Background: an optimization exercise with open tools, aiming at small area and a short achievable clock period. Do not read the settings as production practice. At most, simulation tests tie the RTL to the original design; equivalence was not proved. Only the layout flow was run in run 2; the RTL was not checked for function there. No activity file was given, so power comes from the tool's default toggle rates.

==> flow/design.v (outline; a module is shown in full before it is edited, if it fits) <==
// module user_logic: 1191 lines
// module fa: 4 lines
module user_logic
(
  Bus2IP_Clk,
  Bus2IP_Reset,
  Bus2IP_Data,
  Bus2IP_BE,
  Bus2IP_RdCE,
  Bus2IP_WrCE,
  IP2Bus_Data,
  IP2Bus_RdAck,
  IP2Bus_WrAck,
  IP2Bus_Error
);
  // ...
==> flow/flow/run.sh <==
#!/bin/bash
# The standard layout, with every input and output port buffered by
# sky130_fd_sc_hd__buf_2 (buffer_ports' -buffer_cell) instead of the cell
# buffer_ports picks by itself, and the buffers ABC put in at synthesis
# removed at floorplan (REMOVE_ABC_BUFFERS) so repair_design re-buffers only
# where needed. Everything else is the standard flow.
set -euo pipefail
bash standard.sh "BUFFER_PORTS_ARGS=-buffer_cell sky130_fd_sc_hd__buf_2" REMOVE_ABC_BUFFERS=1 finish > standard.log 2>&1
==> flow/standard.sh <==
#!/bin/bash
# synth_recipe.tcl (not shown) runs the flow's synth.tcl, then flattens the netlist and writes it again
# the make line also repeats each setting of config.mk as NAME=value (left out here)
make -C /OpenROAD-flow-scripts/flow DESIGN_CONFIG=/design/flow/config.mk WORK_HOME=/design/flow/orfs CLKGATE_MAP_FILE= SYNTH_SCRIPT=/design/flow/synth_recipe.tcl "${@:-finish}"
==> flow/config.mk <==
export PLATFORM = sky130hd
export DESIGN_NAME = user_logic
export DESIGN_NICKNAME = user_logic
export VERILOG_FILES = /design/flow/design.v
export SDC_FILE = /design/flow/constraint.sdc
export NUM_CORES = 4
export LEC_CHECK = 0
export ABC_AREA = 1
export CAP_MARGIN = 20
export CORE_MARGIN = 2
export CORE_UTILIZATION = 40
export SETUP_SLACK_MARGIN = 4.3
export SLEW_MARGIN = 20
export SYNTH_HIERARCHICAL = 1
export SYNTH_MINIMUM_KEEP_SIZE = 0
export TNS_END_PERCENT = 5
==> flow/constraint.sdc <==
create_clock -name core_clock -period 8.5 [get_ports {Bus2IP_Clk}]
set_input_delay 1.7000 -clock core_clock [delete_from_list [all_inputs] [get_ports {Bus2IP_Clk}]]
set_output_delay 1.7000 -clock core_clock [all_outputs]
set_load 0.01 [all_outputs]
==> impl_metrics.ini, run 1 <==
[placed_design]
place_hpwl_mm = 31.06

[synthesis]
synth.cell_area_sq_um = 15090
ys_top_cells_by_area = fa_1 (31%), dfxtp_1 (21%), xor2_1 (15%)
synth_fa_ha_area_share_pct = 32.36
synth-xor-area-share_pct = 15.38
async_flop_share_pct = 0
yosysTopAreaCellShare_pct = 31.03
ys_seq_elements = 158

[finish]
buffers = 105
fill_cells = 3573
layout.nets = 1864
area_growth_pct = 10.20

[critical_path]
crit_path_end_kind = primary output
critPathKind = in2out
r2r_cells = 8
worst_path_dominant_cell_family = buffers and inverters
max_stage_delay_ps = 190
arrival_ps = 2790

[power]
swShare_pct = 36.63
pg_comb_mw = 0.909
powerDensity_nw_per_um2 = 157.9

[run_status]
status = complete, no violations

[cts]
cts_sinks = 158

[sta]
fin_setup_tns_ps = 0
max_freq_ghz = 0.2227
min_period_ps = 4490
setup_ws_ps = 4010

[die]
pin_count = 79

[grt]
antenna_found_initial = 0
track_usage_pct = 24.27

[hold_path]
hp-class = reg2reg
worstHoldStart = t3_0

[routing]
dr.max_layer_used = met4
drtPass1Iterations = 5
==> run 2, diff against run 1 <==
--- a/flow/design.v
+++ b/flow/design.v
@@ -1170,26 +1170,30 @@
   wire [31:0] pnext = psum;
   reg r2z;
   always @(posedge Bus2IP_Clk) r2z <= Bus2IP_Reset | rst_d;
   always @(posedge Bus2IP_Clk) begin
     rst_d <= Bus2IP_Reset;
     for (k = 0; k < 32; k = k + 1)
       slv_reg2[k] <= pnext[31-k];
   end
-  reg [0:31] rdata;
-  always @(*) begin
-    case (Bus2IP_RdCE)
-      3'b100:  rdata = slv_reg0;
-      3'b010:  rdata = slv_reg1;
-      3'b001:  rdata = r2z ? 32'd0 : slv_reg2;
-      default: rdata = 32'd0;
-    endcase
-  end
+  wire [0:3] rs0, rs1, rs2;
+  reg  [0:31] rdata;
+  generate for (g = 0; g < 4; g = g + 1) begin : rdd
+    rddec u (.rd(Bus2IP_RdCE), .z2(r2z), .s0(rs0[g]), .s1(rs1[g]), .s2(rs2[g]));
+  end endgenerate
+  always @(*)
+    for (k = 0; k < 32; k = k + 1)
+      rdata[k] = (rs0[k/8] & slv_reg0[k]) | (rs1[k/8] & slv_reg1[k]) | (rs2[k/8] & slv_reg2[k]);
   assign IP2Bus_Data  = rdata;
   assign IP2Bus_RdAck = |Bus2IP_RdCE;
   assign IP2Bus_WrAck = |Bus2IP_WrCE;
   assign IP2Bus_Error = 1'b0;
 endmodule
 module fa (input a, input b, input c, output s, output co);
   assign s  = a ^ b ^ c;
   assign co = (a & b) | (a & c) | (b & c);
 endmodule
+module rddec (input [0:2] rd, input z2, output s0, output s1, output s2);
+  assign s0 = rd == 3'b100;
+  assign s1 = rd == 3'b010;
+  assign s2 = rd == 3'b001 && !z2;
+endmodule
==> run 2 against run 1 <==
Net effect:
- clock power is 8.8% higher
- via count rose by 4.5%
- routed wire length up 5.3%
- register-to-register slack improved by 130 ps
- final cell count increased by 4.5%
- synthesized cell count up 4.5%
- still clean on timing, DRC and antenna
- die area rose by 1.4%
- global-route usage is 0.53 points higher
- largest cell class unchanged
- sequential cell count stayed put
- final area is 5.4% higher
- sequential power decreased by 8.0%
- total power down 14%
==> impl_metrics.ini, run 2 <==
[synthesis]
ys_seq_elements = 158
synth-edff-count = 0
synthMuxAreaShare_pct = 1.152
synth_fa_ha_area_share_pct = 31.89
ys_top_cells_by_area = fa_1 (31%), dfxtp_1 (21%), xor2_1 (15%)
synth-xor-area-share_pct = 15.15
yosysTopAreaCellShare_pct = 30.59
synth-compound-area-share_pct = 14.52
synth_top_family_by_area = adder cells
yosys.area_share.simple_pct = 9.885
async_flop_share_pct = 0
yosys-top-cells-count = xor2_1 (259), o22ai_1 (243), nand2_1 (242)
avgSynthCellArea_sq_um = 9.199
synth_top_area_cell = fa_1
netlist_instances = 1665
synth-main-ff-cell = dfxtp_1
synth_cell_types = 31
ys_seq_area_share_pct = 20.65
yosysMostFrequentCell = xor2_1
yosysWarnings = 7
synth.cell_area_sq_um = 15320

[hold_path]
hp-class = reg2reg
min_path_cells = 0

[finish]
top_regs = slv_reg0 x32, slv_reg1 x32, slv_reg2 x32
ff_latch_area_sq_um = 3177
fill_cells = 3590
area_growth_pct = 14.50
layout.nets = 1959
n_antenna_cell = 0
final_common_cell = xor2_1
layout-drive-gt1-share_pct = 17.22
final_cell_area_sq_um = 17540
final_cell_mix = xor2_1 (258), o22ai_1 (238), fa_1 (233), nand2_1 (199), dfxtp_1 (153)
multi_input_area_sq_um = 11590

[sta]
slew_viol_final = 0
setup_viol = 0
period_share_pct = 49.84
rsz0062_at_grt = true
fin_setup_tns_ps = 0
worst_pin_slew_ps = 1039
hold_viol = 0
slew_headroom_pct = 30.63
max_freq_ghz = 0.2360
fin_skew_ps = 16.80
setup_ws_ps = 4263
min_period_ps = 4237

[cts]
cts_tree = yes
h-tree-depth = 4
clk_latency_ps = 470
cts_buffer_depth = 2
cts_buffers = 17
cts_sinks = 158
clk_pin_slew_worst_paths_ps = 60
clockRootBuffer = clkbuf_16

[die]
die-width_um = 199.7
rows = 71
pin_count = 79
core_sq_um = 37670
dieHeight_um = 199.7
dieArea_sq_um = 39870
initial_core_util_pct = 40.66

[grt]
grt_pass1_wl_mm = 74.24
grt_max_degree = 67
met2_usage_pct = 39.13
track_usage_pct = 24.80
use_met3_pct = 4.169
overflow = 0
grt-busiest-layer = met2
use_met1_pct = 33.43
grt_pass1_vias = 12690
antenna_found_initial = 0

[placed_design]
gp_congestion = 0.8994
io_buffers = 77
post_dp_cell_area_sq_um = 15870
pre_cts_ws_ps = 3339
place_hpwl_mm = 31.78

[critical_path]
critical_path_depth = 7
start_kind = input pin
arrival_ps = 2540
critPathMaxFanout = 8
crit_path_end_kind = primary output
slowest_stage = nor2_4
crit_top_cell = nand2_1
worst_path_dominant_cell_family = simple AND/OR/NAND/NOR gates
path_buf_inv = 3
critPathKind = in2out
max_stage_delay_ps = 220
crit_chain = buf_16 -> inv_4 -> nand2_1 -> nor2_4 -> nand2_1 -> nand3_1 -> buf_2
r2r_cells = 10
cp.required_ps = 6800

[routing]
wire_per_inst_um = 22.55
drtPass1Iterations = 5
via_per_inst = 5.812
totalWireLength_mm = 49.37
vias = 12720
drt_iter0_markers = 1593
route.detailed.drc = 0
route.antenna.remaining_nets = 0

[power]
total_leakage_power_nw = 9.070
powerDensity_nw_per_um2 = 128.9
total_power_mw = 2.260
irDropWorstVdd_v = 0.00009143

[run_status]
status = complete, no violations

[job]
maxCapViolCount = 0
run 2: cell count changes after synthesis, sizes merged, moves of 13 or more:
| cell | change |
|---|---|
| nand2 | +79 |
| o221ai | -31 |
| nand3 | +30 |
| a211oi | -29 |
| a21oi | +29 |
| nor2 | -19 |
| buf | -15 |
| clkbuf | +14 |
| mux2 | +14 |
| or2 | +14 |
| inv | -13 |
run 2: what timing repair did:
| item | CTS | global route |
|---|---|---|
| cloned | 2 | 8 |
| hold endpoints to repair | 0 | 0 |
| buffers inserted | 9 | 11 |
| endpoints found under the setup margin | 82 | 50 |
| pin swaps | 43 | 40 |
| gates resized for setup | 112 | 60 |
| hold buffers | 0 | 0 |
run 2: report_power, final:
part | internal, mW | switching, mW | total (mW)
registers | 0.849 | 0.0579 | 0.907
clock network | 0.436 | 0.359 | 0.795
logic | 0.215 | 0.343 | 0.558
total | 1.50 | 0.760 | 2.26
run 2: logic make-up (layout without fill, tap and decap cells):
logic type | Yosys count | in the layout
other | 1 | 1
adders and majority gates | 250 | 250
DFF | 158 | 158
AOI/OAI and AO/OA | 346 | 346
buffers and inverters | 253 | 260
muxes | 14 | 20
and+or+nand+nor | 378 | 378
xor gates and xnor gates | 265 | 265
run 2: final timing paths:
check / start / end / slack [ps]
worst max-delay path: Bus2IP_RdCE[1] / IP2Bus_Data[27] / 4260
worst min-delay path: t3_0 / slv_reg2[28] / 330
worst max register to register: slv_reg1[16] / t29_1 / 4320
worst min register to register: t3_0 / slv_reg2[28] / 330
run 2: stage by stage:
step	hold slack, ps	util, %	instances
6_report	327.8	46.56	2189
5_1_grt	334.6	46.56	2189
4_1_cts	327.0	45.26	2170
3_5_place_dp	312.1	42.14	2127
3_3_place_gp	312.7	42.14	2127
2_1_floorplan	309.6	-	1518
run 2: per-layer routing:
layer | routed length (um) | up-vias
met2 | 23190 | 696
met1 | 20100 | 6388
met3 | 4152 | 123
li1 | - | 5516
met4 | 1925 | 0
met5 | 0 | -
run 2: per-module statistics from Yosys, one instance, submodules excluded:
module	times used	cells
fa	225	1
rddec	4	10
user_logic	1	1400
run 2: layout make-up:
type	instances	share of cell area (%)
flip-flops and latches	158	18.12
clock inverters	11	0.6921
repair buffers	122	6.236
multi-input cells	1260	66.12
well taps	511	3.646
clock buffers	21	2.683
inverters	106	2.511

static timing again, ports no longer ideal:
No port has a modelled driver above. Below, the same layouts with a new extraction and two added sets of constraints.
Step 1 sets driving cells, clkbuf_16 on the clock port and buf_2 on the other inputs (assumed; they add their load-dependent delay and slew).
Step 2 times the ports against the registers' clock, not the clock port: input delays grow and output delays shrink by t, the midpoint of the rising clock arrivals with the driver on.
Slacks: no drivers / after step 1 / after step 2; pairs: no drivers / after step 1.
run | shift t [ns] | slack for setup (ns) | clock arrival spread, ns | slew at the worst register clock pin (ns) | cell pins on the clock port's net
run 1 | 0.505 | 4.010 / 3.971 / 3.971 | 0.010 / 0.010 | 0.07 / 0.07 | 1
run 2 | 0.506 | 4.263 / 4.155 / 4.155 | 0.017 / 0.018 | 0.08 / 0.08 | 1
After both steps every run listed still meets setup and hold. For run 2, which loses most, drivers alone change the setup slack by -0.108 ns; drivers and shift together by -0.108 ns.
